This is an optimization exercise on Yosys and OpenROAD, whose aim is small area, not a production implementation.
The RTL of this run was laid out without a check of its function.
No activity file was given, so power comes from the tool's default toggle rates.

--- constraint.sdc ---
create_clock -name core_clock -period 15.0 [get_ports {clk}]
set_input_delay 3.0000 -clock core_clock [delete_from_list [all_inputs] [get_ports {clk}]]
set_output_delay 3.0000 -clock core_clock [all_outputs]
set_load 0.01 [all_outputs]
--- run.sh ---
#!/bin/bash
# synth_recipe.tcl (not shown) runs the flow's synth.tcl, then flattens the netlist and writes it again
# the make line also repeats each setting of config.mk as NAME=value (left out here)
make -C /OpenROAD-flow-scripts/flow DESIGN_CONFIG=/design/flow/config.mk WORK_HOME=/design/flow/orfs CLKGATE_MAP_FILE= SYNTH_SCRIPT=/design/flow/synth_recipe.tcl finish
--- config.mk ---
export PLATFORM = sky130hd
export DESIGN_NAME = top_module
export DESIGN_NICKNAME = top_module
export VERILOG_FILES = /design/flow/design.v
export SDC_FILE = /design/flow/constraint.sdc
export NUM_CORES = 4
export LEC_CHECK = 0
export CAP_MARGIN = 20
export CORE_MARGIN = 2
export CORE_UTILIZATION = 40
export SLEW_MARGIN = 20
--- design.v ---
`timescale 1ns / 1ps
module fnd_controller (
    input clk,
    input reset,
    input [15:0] number,
    output [7:0] seg,
    output [3:0] an
);
    wire [3:0]  w_bcd,
                w_digit_1, w_digit_10, 
                w_digit_100, w_digit_1000; 
    wire [2:0] w_seg_sel;
    wire w_clk_100hz;
    wire w_en_100hz;
    clk_divider U_Clk_Divider (
        .clk  (clk),
        .reset(reset),
        .o_clk(w_clk_100hz),
        .o_en (w_en_100hz)
    );
    counter_8 U_Counter_8 (
        .clk  (clk),
        .en   (w_en_100hz),
        .reset(reset),
        .o_sel(w_seg_sel)
    );
    decoder_3x8 U_decoder_3x8 (
        .seg_sel (w_seg_sel),
        .seg_comm(an)
    );
    digit_splitter U_digit_splitter (
        .bcd(number),
        .digit_1(w_digit_1),
        .digit_10(w_digit_10),
        .digit_100(w_digit_100),
        .digit_1000(w_digit_1000)
    );
    mux_8x1 U_Mux_8x1 (
        .sel(w_seg_sel),
        .x_0(w_digit_1),
        .x_1(w_digit_10),
        .x_2(w_digit_100),
        .x_3(w_digit_1000),
        .x_4(4'ha),
        .x_5(4'ha),
        .x_6(4'ha),
        .x_7(4'ha),
        .y  (w_bcd)
    );
    bcdtoseg U_bcdtoseg (
        .bcd(w_bcd),     
        .seg(seg)
    );
endmodule
module clk_divider (
    input  clk,
    input  reset,
    output o_clk,
    output o_en
);
    parameter FCOUNT = 10_000;   
    reg [$clog2(FCOUNT)-1:0] r_counter;
    reg r_clk;
    assign o_clk = r_clk;
    assign o_en = (r_counter == FCOUNT - 1);
    always @(posedge clk, posedge reset) begin
        if (reset) begin
            r_counter <= 0;
            r_clk <= 1'b0;
        end else begin
            if (r_counter == FCOUNT - 1) begin
                r_counter <= 0;
                r_clk <= 1'b1;   
            end else begin
                r_counter <= r_counter + 1;
                r_clk <= 1'b0;   
            end
        end
    end
endmodule
module counter_8 (
    input        clk,
    input        en,
    input        reset,
    output [3:0] o_sel
);
    reg [3:0] r_counter;
    assign o_sel = r_counter;
    always @(posedge clk, posedge reset) begin
        if (reset) begin
            r_counter <= 0;
        end else if (en) begin
            r_counter <= r_counter + 1;
        end
    end
endmodule
module digit_splitter (
    input  [15:0] bcd,
    output [3:0] digit_1,
    output [3:0] digit_10,
    output [3:0] digit_100,
    output [3:0] digit_1000
);
    assign digit_1  = bcd % 10;  
    assign digit_10 = bcd / 10 % 10; 
    assign digit_100 = bcd / 100 % 10;  
    assign digit_1000 = bcd / 1000 % 10;  
endmodule
module decoder_3x8 (
    input [2:0] seg_sel,
    output reg [3:0] seg_comm
);
    always @(seg_sel) begin
        case (seg_sel)
            3'b000:  seg_comm = 4'b1110;
            3'b001:  seg_comm = 4'b1101;
            3'b010:  seg_comm = 4'b1011;
            3'b011:  seg_comm = 4'b0111;
            3'b100:  seg_comm = 4'b1110;
            3'b101:  seg_comm = 4'b1101;
            3'b110:  seg_comm = 4'b1011;
            3'b111:  seg_comm = 4'b0111;
            default: seg_comm = 4'b1110;
        endcase
    end
endmodule
module mux_8x1 (
    input [2:0] sel,
    input [3:0] x_0,
    input [3:0] x_1,
    input [3:0] x_2,
    input [3:0] x_3,
    input [3:0] x_4,
    input [3:0] x_5,
    input [3:0] x_6,
    input [3:0] x_7,
    output reg [3:0] y
);
    always @(*) begin
        case (sel)
            3'b000:  y = x_0;
            3'b001:  y = x_1;
            3'b010:  y = x_2;
            3'b011:  y = x_3;
            3'b100:  y = x_4;
            3'b101:  y = x_5;
            3'b110:  y = x_6;
            3'b111:  y = x_7;
            default: y = 4'bx;
        endcase
    end
endmodule
module bcdtoseg (
    input [3:0] bcd,   
    output reg [7:0] seg
);
    always @(bcd) begin
        case (bcd)
            4'h0: seg = 8'hc0;
            4'h1: seg = 8'hF9;
            4'h2: seg = 8'hA4;
            4'h3: seg = 8'hB0;
            4'h4: seg = 8'h99;
            4'h5: seg = 8'h92;
            4'h6: seg = 8'h82;
            4'h7: seg = 8'hf8;
            4'h8: seg = 8'h80;
            4'h9: seg = 8'h90;
            4'hf: seg = 8'h7f;  
            default: seg = 8'hff;  
        endcase
    end
endmodule
`timescale 1ns / 1ps
module ultrasonic_sensor (
    input             clk,             
    input             reset,
    input             start_trigger,   
    output reg        trigger,         
    input             echo,            
    output reg [15:0] distance,        
    output reg        echo_done
);
    parameter CLKS_PER_US = 100;   
    parameter
        IDLE = 3'd0,
        TRIG_HIGH = 3'd1,
        WAIT_ECHO_HIGH = 3'd2,
        MEASURE = 3'd3,
        DONE = 3'd4;
    reg [2:0] state, next_state;
    reg [21:0] counter;
    reg [21:0] echo_duration;
    wire tick;
    tick_gen tick_1us (
        .clk  (clk),
        .reset(reset),
        .tick (tick)
    );
    always @(posedge clk or posedge reset) begin
        if (reset) state <= IDLE;
        else state <= next_state;
    end
    always @(*) begin
        case (state)
            IDLE: begin
                if (start_trigger) next_state = TRIG_HIGH;
                else next_state = IDLE;
            end
            TRIG_HIGH: begin
                if (counter >= CLKS_PER_US * 10) next_state = WAIT_ECHO_HIGH;
                else next_state = TRIG_HIGH;
            end
            WAIT_ECHO_HIGH: begin
                if (echo) next_state = MEASURE;
                else next_state = WAIT_ECHO_HIGH;
            end
            MEASURE: begin
                if (!echo) next_state = DONE;
                else next_state = MEASURE;
            end
            DONE: begin
                next_state = IDLE;
            end
            default: begin
                next_state = IDLE;
            end
        endcase
    end
    always @(posedge clk or posedge reset) begin
        if (reset) begin
            counter <= 0;
            echo_duration <= 0;
            trigger <= 0;
            distance <= 0;
            echo_done <= 0;
        end else begin
            case (state)
                IDLE: begin
                    trigger <= 0;
                    counter <= 0;
                    echo_duration <= 0;
                    echo_done <= 0;
                end
                TRIG_HIGH: begin
                    trigger <= 1;
                    counter <= counter + 1;
                end
                WAIT_ECHO_HIGH: begin
                    trigger <= 0;
                end
                MEASURE: begin
                    if (tick) echo_duration <= echo_duration + 1;
                end
                DONE: begin
                    distance  <= echo_duration / 58;
                    echo_done <= 1;
                end
                default: begin
                    trigger <= 0;
                    counter <= 0;
                    echo_duration <= 0;
                    echo_done <= 0;
                end
            endcase
        end
    end
endmodule
module tick_gen #(
    parameter DIV = 100
) (
    input clk,
    input reset,
    output reg tick
);
    reg [$clog2(DIV)-1:0] count;
    always @(posedge clk or posedge reset) begin
        if (reset) begin
            count <= 0;
            tick  <= 0;
        end else if (count == DIV - 1) begin
            count <= 0;
            tick  <= 1;
        end else begin
            count <= count + 1;
            tick  <= 0;
        end
    end
endmodule
`timescale 1ns / 1ps
module fifo (
    input clk,
    input reset,
    input  [7:0] wdata,
    input        wr,
    output       full,
    input        rd,
    output [7:0] rdata,
    output       empty
);
    wire [3:0] waddr, raddr;
    fifo_control_unit U_FIFO_CU (
        .clk(clk),
        .reset(reset),
        .wr(wr),
        .waddr(waddr),
        .full(full),
        .rd(rd),
        .raddr(raddr),
        .empty(empty)
    );
    register_file U_REG_FILE (
        .clk(clk),
        .waddr(waddr),
        .wdata(wdata),
        .wr((~full & wr)),
        .raddr(raddr),
        .rdata(rdata)
    );
endmodule
module uart_rx (
    input        clk,
    input        reset,
    input        tick,
    input        rx,
    output       rx_done,
    output [7:0] rx_data
);
    localparam IDLE = 2'b00;
    localparam START = 2'b01;
    localparam DATA = 2'b10;
    localparam STOP = 2'b11;
    reg [1:0] state, next_state;
    reg rx_done_reg, rx_done_next;
    reg [2:0] bit_count_reg, bit_count_next;
    reg [4:0] tick_count_reg, tick_count_next;
    reg [7:0] rx_data_reg, rx_data_next;
    assign rx_done = rx_done_reg;
    assign rx_data = rx_data_reg;
    always @(posedge clk, posedge reset) begin
        if (reset) begin
            state          <= 0;
            rx_done_reg    <= 0;
            rx_data_reg    <= 0;
            bit_count_reg  <= 0;
            tick_count_reg <= 0;
        end else begin
            state          <= next_state;
            rx_done_reg    <= rx_done_next;
            rx_data_reg    <= rx_data_next;
            bit_count_reg  <= bit_count_next;
            tick_count_reg <= tick_count_next;
        end
    end
    always @(*) begin
        next_state = state;
        tick_count_next = tick_count_reg;
        bit_count_next = bit_count_reg;
        rx_data_next = rx_data_reg;
        rx_done_next = rx_done_reg;
        case (state)
            IDLE: begin
                tick_count_next = 0;
                bit_count_next = 0;
                rx_done_next = 0;
                if (rx == 1'b0) begin
                    next_state = START;
                end
            end
            START: begin
                if (tick == 1'b1) begin
                    if (tick_count_reg == 7) begin
                        next_state = DATA;
                        tick_count_next = 0;
                    end else begin
                        tick_count_next = tick_count_reg + 1;
                    end
                end
            end
            DATA: begin
                if (tick == 1'b1) begin
                    if (tick_count_reg == 15) begin
                        rx_data_next[bit_count_reg] = rx;
                        tick_count_next = 0;
                        if (bit_count_reg == 7) begin
                            next_state = STOP;
                            bit_count_next = 0;
                        end else begin
                            next_state = DATA;
                            bit_count_next = bit_count_reg + 1;
                        end
                    end else begin
                        tick_count_next = tick_count_reg + 1;
                    end
                end
            end
            STOP: begin
                if (tick == 1'b1) begin
                    if (tick_count_reg == 23) begin
                        rx_done_next = 1'b1;
                        next_state = IDLE;
                        tick_count_next = 0;
                    end else begin
                        tick_count_next = tick_count_reg + 1;
                    end
                end
            end
        endcase
    end
endmodule
module baud_tick_gen (
    input  clk,
    input  reset,
    output baud_tick
);
    parameter BAUD_RATE = 9600;
    localparam BAUD_COUNT = (100_000_000 / BAUD_RATE) / 16;
    reg [$clog2(BAUD_COUNT)-1 : 0] count_reg, count_next;
    reg tick_reg, tick_next;
    assign baud_tick = tick_reg;
    always @(posedge clk, posedge reset) begin
        if (reset) begin
            count_reg <= 0;
            tick_reg  <= 0;
        end else begin
            count_reg <= count_next;
            tick_reg  <= tick_next;
        end
    end
    always @(*) begin
        count_next = count_reg;
        tick_next  = tick_reg;
        if (count_reg == BAUD_COUNT - 1) begin
            count_next = 0;
            tick_next  = tick_reg + 1;
        end else begin
            count_next = count_reg + 1;
            tick_next  = 1'b0;
        end
    end
endmodule
module uart_tx (
    input clk,
    input reset,
    input tick,
    input start_trigger,
    input [7:0] data_in,
    output o_tx,
    output o_tx_done
);
    parameter IDLE = 2'b00;
    parameter START = 2'b01;
    parameter DATA = 2'b10;
    parameter STOP = 2'b11;
    reg [7:0] data_in_reg, data_in_next;
    reg [2:0] state, next_state;
    reg tx_reg, tx_next;
    reg tx_done, tx_done_next;
    reg [2:0] data_counter, data_counter_next;
    reg [3:0] tick_count_reg, tick_count_next;
    assign o_tx = tx_reg;
    assign o_tx_done = tx_done;
    always @(posedge clk, posedge reset) begin
        if (reset) begin
            state <= 1'b0;
            tx_reg <= 1'b1;
            tx_done <= 1'b0;
            data_counter <= 3'b000;
            tick_count_reg <= 4'h0;
            data_in_reg <= 0;
        end else begin
            state <= next_state;
            tx_reg <= tx_next;
            tx_done <= tx_done_next;
            data_counter <= data_counter_next;
            tick_count_reg <= tick_count_next;
            data_in_reg <= data_in_next;
        end
    end
    always @(*) begin
        next_state = state;
        tx_next = tx_reg;
        tx_done_next = tx_done;
        data_counter_next = data_counter;
        tick_count_next = tick_count_reg;
        data_in_next = data_in_reg;
        case (state)
            IDLE: begin
                tx_next = 1'b1;
                tx_done_next = 1'b0;
                tick_count_next = 4'h0;
                if (start_trigger) begin
                    next_state   = START;
                    data_in_next = data_in;
                end
            end
            START: begin
                tx_done_next = 1'b1;
                tx_next = 1'b0;
                if (tick == 1'b1) begin
                    if (tick_count_reg == 4'hf) begin
                        next_state = DATA;
                        data_counter_next = 3'b000;
                        tick_count_next = 4'h0;
                    end else begin
                        tick_count_next = tick_count_reg + 1;
                    end
                end
            end
            DATA: begin
                tx_next = data_in_reg[data_counter];
                if (tick == 1'b1) begin
                    if (tick_count_reg == 4'hf) begin
                        tick_count_next = 4'h0;
                        if (data_counter == 3'b111) begin
                            next_state = STOP;
                        end else begin
                            next_state = DATA;
                            data_counter_next = data_counter + 1;
                        end
                    end else begin
                        tick_count_next = tick_count_reg + 1;
                    end
                end
            end
            STOP: begin
                tx_next = 1'b1;
                if (tick == 1'b1) begin
                    if (tick_count_reg == 4'hf) begin
                        next_state = IDLE;
                        tick_count_next = 4'h0;
                    end else begin
                        tick_count_next = tick_count_reg + 1;
                    end
                end
            end
        endcase
    end
endmodule
module register_file (
    input clk,
    input [3:0] waddr,
    input [7:0] wdata,
    input wr,
    input  [3:0] raddr,
    output [7:0] rdata
);
    reg [7:0] mem[0:15];   
    always @(posedge clk) begin
        if (wr) begin
            mem[waddr] <= wdata;
        end
    end
    assign rdata = mem[raddr];
endmodule
module fifo_control_unit (
    input clk,
    input reset,
    input wr,
    output [3:0] waddr,
    output full,
    input rd,
    output [3:0] raddr,
    output empty
);
    reg full_reg, full_next;
    reg empty_reg, empty_next;
    reg [3:0] wptr_reg, wptr_next;
    reg [3:0] rptr_reg, rptr_next;
    assign full  = full_reg;
    assign empty = empty_reg;
    assign waddr = wptr_reg;
    assign raddr = rptr_reg;
    always @(posedge clk, posedge reset) begin
        if (reset) begin
            full_reg  <= 0;
            empty_reg <= 1;
            wptr_reg  <= 0;
            rptr_reg  <= 0;
        end else begin
            full_reg  <= full_next;
            empty_reg <= empty_next;
            wptr_reg  <= wptr_next;
            rptr_reg  <= rptr_next;
        end
    end
    always @(*) begin
        full_next  = full_reg;
        empty_next = empty_reg;
        wptr_next  = wptr_reg;
        rptr_next  = rptr_reg;
        case ({
            wr, rd
        })   
            2'b01: begin   
                if (empty_reg == 1'b0) begin
                    rptr_next = rptr_reg + 1;
                    full_next = 1'b0;
                    if (wptr_reg == rptr_next) begin
                        empty_next = 1'b1;
                    end
                end
            end
            2'b10: begin   
                if (full_reg == 1'b0) begin
                    wptr_next  = wptr_reg + 1;
                    empty_next = 1'b0;
                    if (wptr_next == rptr_reg) begin
                        full_next = 1'b1;
                    end
                end
            end
            2'b11: begin
                if (empty_reg == 1'b1) begin   
                    wptr_next  = wptr_reg + 1;
                    empty_next = 1'b0;
                end else if (full_reg == 1'b1) begin
                    rptr_next = rptr_reg + 1;
                    full_next = 1'b0;
                end else begin
                    wptr_next  = wptr_reg + 1;
                    rptr_next  = rptr_reg + 1;
                    empty_next = empty_reg;
                    full_next  = full_reg;
                end
            end
            default: begin
                wptr_next  = wptr_reg;
                rptr_next  = rptr_reg;
                full_next  = full_reg;
                empty_next = empty_reg;
            end
        endcase
    end
endmodule
module uart_distance_sender (
    input             clk,
    input             reset,
    input      [15:0] distance,
    input             fifo_empty,      
    input             distance_valid,
    output reg        wr,              
    output reg [7:0]  wdata
);
parameter IDLE      = 0,
          LOAD_STR  = 1,
          WR_STR    = 2,
          LOAD_NUM  = 3,
          WR_NUM    = 4,
          SEND_C    = 5,
          SEND_M    = 6,
          SEND_NL   = 7;
    reg [2:0] state;
    reg [15:0] latched_dist;
    reg [3:0] str_index;
    reg [3:0] num_index;
    reg [7:0] num_ascii [0:2];  
    reg [7:0] dist_str_char;
    always @(*) begin
        case (str_index)
            4'd0: dist_str_char = "d";
            4'd1: dist_str_char = "i";
            4'd2: dist_str_char = "s";
            4'd3: dist_str_char = "t";
            4'd4: dist_str_char = "a";
            4'd5: dist_str_char = "n";
            4'd6: dist_str_char = "c";
            4'd7: dist_str_char = "e";
            4'd8: dist_str_char = ":";
            4'd9: dist_str_char = " ";
            default: dist_str_char = 8'd0;
        endcase
    end
    task convert_to_ascii;
        input [15:0] val;
        output [7:0] out0;
        output [7:0] out1;
        output [7:0] out2;
        reg [3:0] h, t, o;
        begin
            h = (val / 100) % 10;
            t = (val / 10) % 10;
            o = val % 10;
            if (val >= 100) begin
                out0 = h + 8'd48;
                out1 = t + 8'd48;
                out2 = o + 8'd48;
            end else if (val >= 10) begin
                out0 = t + 8'd48;
                out1 = o + 8'd48;
                out2 = 8'd0;
            end else begin
                out0 = o + 8'd48;
                out1 = 8'd0;
                out2 = 8'd0;
            end
        end
    endtask
    always @(posedge clk or posedge reset) begin
        if (reset) begin
            state <= IDLE;
            wr <= 0;
            wdata <= 0;
            str_index <= 0;
            latched_dist <= 0;
            num_index <= 0;
        end else begin
            wr <= 0;
            case (state)
                IDLE: begin
                    if (distance_valid && fifo_empty) begin
                        latched_dist <= distance;
                        convert_to_ascii(distance, num_ascii[0], num_ascii[1], num_ascii[2]);
                        state <= LOAD_STR;
                        str_index <= 0;
                    end
                end
                LOAD_STR: begin
                    if (str_index < 10) begin
                        wdata <= dist_str_char;
                        wr <= 1;
                        state <= WR_STR;
                    end else begin
                        num_index <= 0;
                        state <= LOAD_NUM;
                    end
                end
                WR_STR: begin
                    str_index <= str_index + 1;
                    state <= LOAD_STR;
                end
                LOAD_NUM: begin
                    if (num_index < 3) begin
                        if (num_ascii[num_index] != 8'd0) begin
                            wdata <= num_ascii[num_index];
                            wr <= 1;
                            state <= WR_NUM;
                        end else begin
                            num_index <= num_index + 1;
                            state <= LOAD_NUM;
                        end
                    end else begin
                        state <= SEND_C;
                    end
                end
                WR_NUM: begin
                    wr <= 0;
                    num_index <= num_index + 1;
                    state <= LOAD_NUM;
                end
                SEND_C: begin
                    wdata <= "c";
                    wr <= 1;
                    state <= SEND_M;
                end
                SEND_M: begin
                    wdata <= "m";
                    wr <= 1;
                    state <= SEND_NL;
                end
                SEND_NL: begin
                    wdata <= "\n";
                    wr <= 1;
                    state <= IDLE;
                end
                default: state <= IDLE;
            endcase
        end
    end
endmodule
`timescale 1ns / 1ps
module top_module (
    input clk,
    input reset,
    input rx,
    output trigger,
    input echo,
    output tx,
    output [7:0] seg,
    output [3:0] an
);
    wire [15:0] distance;
    wire [7:0] w_rx_data;
    wire tick;
    wire w_rx_done;
    wire rx_trigger;
    wire echo_done;
    baud_tick_gen TICK_GEN (
        .clk(clk),
        .reset(reset),
        .baud_tick(tick)
    );
    uart_rx UART_RX (
        .clk(clk),
        .reset(reset),
        .tick(tick),
        .rx(rx),
        .rx_done(w_rx_done),
        .rx_data(w_rx_data)
    );
    assign rx_trigger = w_rx_done && (w_rx_data == 8'h55 || w_rx_data == 8'h75);  
    ultrasonic_sensor U_ultrasonic_sensor (
        .clk(clk),
        .reset(reset),
        .start_trigger(rx_trigger),
        .trigger(trigger),
        .echo(echo),
        .distance(distance),
        .echo_done(echo_done)
    );
    fnd_controller U_fnd_controller (
        .clk(clk),
        .reset(reset),
        .number(distance),
        .seg(seg),
        .an(an)
    );
    wire tx_fifo_empty;
    wire [7:0] fifo_wdata, o_data;
    wire fifo_wr;
    wire o_tx_done;
    uart_distance_sender U_MSG (
        .clk(clk),
        .reset(reset),
        .distance(distance),
        .fifo_empty(tx_fifo_empty),
        .distance_valid(echo_done),
        .wdata(fifo_wdata),
        .wr(fifo_wr)
    );
    fifo U_TX_FIFO_REG (
        .clk(clk),
        .reset(reset),
        .wdata(fifo_wdata),
        .wr(fifo_wr),
        .full(),
        .rd(~o_tx_done),
        .rdata(o_data),
        .empty(tx_fifo_empty)
    );
    uart_tx UART_TX (
        .clk(clk),
        .reset(reset),
        .tick(tick),
        .start_trigger(!tx_fifo_empty),
        .data_in(o_data),
        .o_tx(tx),
        .o_tx_done(o_tx_done)
    );
endmodule
==> summary.txt <==
-- area by class of cell --
cell class	instances	area share, %
multi-input combinational	2535	60.6
sequential	292	27.2
tap	855	3.66
clock buffer	51	3.40
timing repair buffer	123	3.31
inverter	112	1.45
clock inverter	11	0.458
-- repair_timing --
| item | in CTS | in global routing |
|---|---|---|
| endpoints found under the setup margin | 8 | 8 |
| setup buffers | 1 | 41 |
| pin swaps | 2 | 31 |
| resized for setup | 16 | 119 |
| gates cloned | 1 | 2 |
| hold buffers | 0 | 0 |
-- cell families (layout without fill, tap and decap cells) --
group | Yosys count | count (layout) | share of synthesized area (%)
adder cells (fa/ha/maj) | 87 | 87 | 4.04
buffers and inverters | 277 | 297 | 4.34
AND/OR/NAND/NOR | 1160 | 1161 | 21.7
XOR/XNOR | 178 | 178 | 6.31
AO/OA/AOI/OAI | 979 | 981 | 26.3
flip-flops | 292 | 292 | 30.4
multiplexers | 128 | 128 | 6.89
-- worst max-delay path: cells and delay by family, from the launching register on --
kind	cells	cell delay, ps
xor+xnor	1	220
compound gates	20	5590
flops	1	390
simple gates	13	2620
buf+inv	6	1350
mux	2	570
fa+ha+maj	1	350
-- per-layer routing --
metal,share of wire [%],vias to the layer above
met5,0,-
met4,2.6,0
met3,5.1,151
met2,47,756
met1,46,11900
li1,-,11700
-- report_power, final --
| part | internal [mW] | switching [mW] | total [mW] | leakage [nW] |
|---|---|---|---|---|
| clock | 0.498 | 0.350 | 0.847 | 0.552 |
| sequential | 0.854 | 0.0112 | 0.865 | 3.12 |
| combinational | 0.961 | 1.21 | 2.18 | 6.97 |
-- worst paths after layout --
kind,from,end
max in group asynchronous,reset,U_TX_FIFO_REG.U_FIFO_CU.rptr_reg[1]
max,U_ultrasonic_sensor.distance[13],seg[6]
max reg2reg,U_ultrasonic_sensor.echo_duration[17],U_ultrasonic_sensor.distance[0]
min reg2reg,U_fnd_controller.U_Clk_Divider.r_counter[0],U_fnd_controller.U_Clk_Divider.r_counter[0]
min in group asynchronous,reset,U_fnd_controller.U_Counter_8.r_counter[1]
min,U_fnd_controller.U_Clk_Divider.r_counter[0],U_fnd_controller.U_Clk_Divider.r_counter[0]
-- through the flow --
stage                     hold slack, ps  worst slack [ps]
after global routing                 498              -133
final                                488               380
after global placement               470               251
after CTS                            490              7.78
after floorplan                      452              1760
after detailed placement             481              47.0
-- cell usage in the layout (no fill, tap or decap), drive strengths merged, types with 27 or more instances in the layout --
| cell type | synthesis | final |
|---|---|---|
| nor2 | 334 | 334 |
| nand2 | 302 | 302 |
| a21oi | 178 | 179 |
| o22ai | 27 | 27 |
| clkbuf | 106 | 51 |
| nand3 | 105 | 105 |
| xnor2 | 119 | 119 |
| and3 | 31 | 31 |
| nor2b | 33 | 33 |
| nand2b | 29 | 29 |
| xor2 | 59 | 59 |
| nor3 | 100 | 100 |
| o21ai | 255 | 255 |
| or2 | 28 | 28 |
| a211oi | 45 | 45 |
| buf | 59 | 106 |
| o211ai | 38 | 38 |
| o21a | 39 | 39 |
| a31oi | 40 | 40 |
| ha | 72 | 72 |
| mux2i | 52 | 52 |
| mux2 | 40 | 40 |
| dfrtp | 164 | 164 |
| mux4 | 36 | 36 |
| nor4 | 33 | 33 |
| edfxtp | 126 | 126 |
| or3 | 41 | 41 |
| o31ai | 43 | 43 |
| a21o | 31 | 31 |
| inv | 109 | 112 |
==> key figures <==
Pwr
  – Leakage: 10.6 nW
  – Total power: 3.89 mW
  – Maximum VDD drop: 202 uV
  – PD cells: 133 mW/mm^2

Layout
  – Final Non-Filler Cells: 3979
  – Regs by FF count: U_TX_FIFO_REG.U_REG_FILE.mem: 112 flops, U_ultrasonic_sensor.counter: 22 flops, U_ultrasonic_sensor.echo_duration: 22 flops
  – NumNets Final: 3174
  – Reg area: 0.00795 mm^2
  – Layout cells sized above 1: 14.2%
  – Final core utilization: 45.4%
  – Filler cell count: 6160
  – Max FFs per register: 112
  – Diode count: 0
  – Area of the multi-input gates: 0.0177 mm^2
  – Area growth from synthesis to layout: 12.2%
  – Fin area: 0.0293 mm^2
  – Top reg by flops: U_TX_FIFO_REG.U_REG_FILE.mem

Floorplan
  – Die height: 259 um
  – Die X: 259 um
  – Placeable Area: 0.0645 mm^2
  – Die area: 0.0673 mm^2
  – Initial core utilization: 40.5%
  – # IOs: 18
  – Cell Rows: 93

Placement
  – Inst Count DP: 3872
  – Port Buffers: 17
  – HPWL Detailed: 52300 um
  – Placer's final routability congestion estimate: 0.930
  – Dpl cell area: 0.0271 mm^2

Critical path
  – Crit start category: register
  – CP arrival: 11620 ps
  – Slowest CP cell: clkdlybuf4s50_1
  – Worst Path Max Fanout: 9
  – Worst Reg-to-Reg Cells: 35
  – CP Capture Type: output port
  – CP required: 12000 ps
  – Cell mode on critical path: buf_4
  – CP peak stage delay: 550 ps
  – R2R setup slack: 2330 ps
  – Crit Path Class: reg -> out

Global route
  – Grt peak-use layer: met2
  – Global route overflow: 0
  – Vias in the first global route: 23000
  – GR Layer Usage met1: 28.7%
  – Initial antenna violation count: 0
  – GRT Total Usage: 21.0%
  – Met2 Use GR: 34.8%
  – Met3 GRT Util: 2.62%
  – Pin count of the biggest net entering global routing: 75
  – First-pass GRT wire length: 118000 um

Yosys
  – Yosys top cell area share: 15.7%
  – Largest cells by area after synthesis: dfrtp_1 16%, edfxtp_1 15%, nor2_1 4.8%, nand2_1 4.3%, o21ai_0 4.3%
  – Syn nets: 3177
  – Synthesized area: 0.0261 mm^2
  – Seq/Total Area, Yosys: 30.4%
  – Yosys warnings: 15
  – Cells after Synth: 3101
  – EDFF count, synth: 126
  – Library cells used by synthesis: 141
  – #FFs+latches synth: 292
  – Synth cell count leaders: 332 x nor2_1, 301 x nand2_1, 224 x o21ai_0
  – Syn_area_per_cell: 8.41 um^2
  – Most frequent cell after synthesis: nor2_1
  – Async SR Flop Fraction: 56.8%
  – Area leader, netlist: dfrtp_1
  – Main synth FF type: dfrtp_1

Timing
  – Final setup fails: 0
  – Final worst-path cycle share: 97.5%
  – Slew margin rel.: 30.7%
  – TNS Setup: 0 ps
  – Final hold violation count: 0
  – Minimum clock period: 14620 ps
  – Worst slew pin tran: 1030 ps
  – Max Slew Vio Count: 0
  – FMAX: 0.0684 GHz
  – Clock skew: 21.2 ps

Drt
  – Antenna Nets Post-Route: 0
  – Drt first-iter violations: 2159
  – Post-route DRC: 0
  – Drt pass-1 iters: 6
  – Avg Vias per Cell: 6.16
  – DR vias: 24500
  – WL per Instance: 18.7 um
  – Final wirelength: 74400 um

CTS
  – Clock transition at path regs: 60 ps
  – Clk root buf: clkbuf_16
  – CTS sink count: 292
  – CTS buffer count: 34
  – CTS Buffer Depth: 3
  – Skew-Pair Late Insertion Delay: 560 ps
  – H-Tree Depth: 2
  – CTS tree: built

Min path
  – Hold Path Depth: 1
  – Worst Hold Class: reg -> reg

Run
  – Max Cap Viol: 0

Outcome
  – Outcome: finished clean

port drivers added, routing unchanged:
The flow's constraints put no driver on any port. The routed layout listed below was extracted and timed again, unchanged, in two steps. Step 1: set_driving_cell puts a clkbuf_16 on clk and a buf_2 on each other input, an assumption about the parent block. Step 2 also shifts input and output timing later by t, the mid clock arrival at the registers, as if the neighbouring blocks saw the same clock. Three values: no drivers, after step 1, after step 2; two values: the first two.
t, ns: 0.601
setup slack, ns: 0.380 / 0.323 / 0.924
hold slack, ns: 0.488 / 0.488 / 0.488
After both steps setup and hold are still met in this run. The setup slack of this run moves by -0.057 ns with the drivers and by +0.544 ns with both steps.
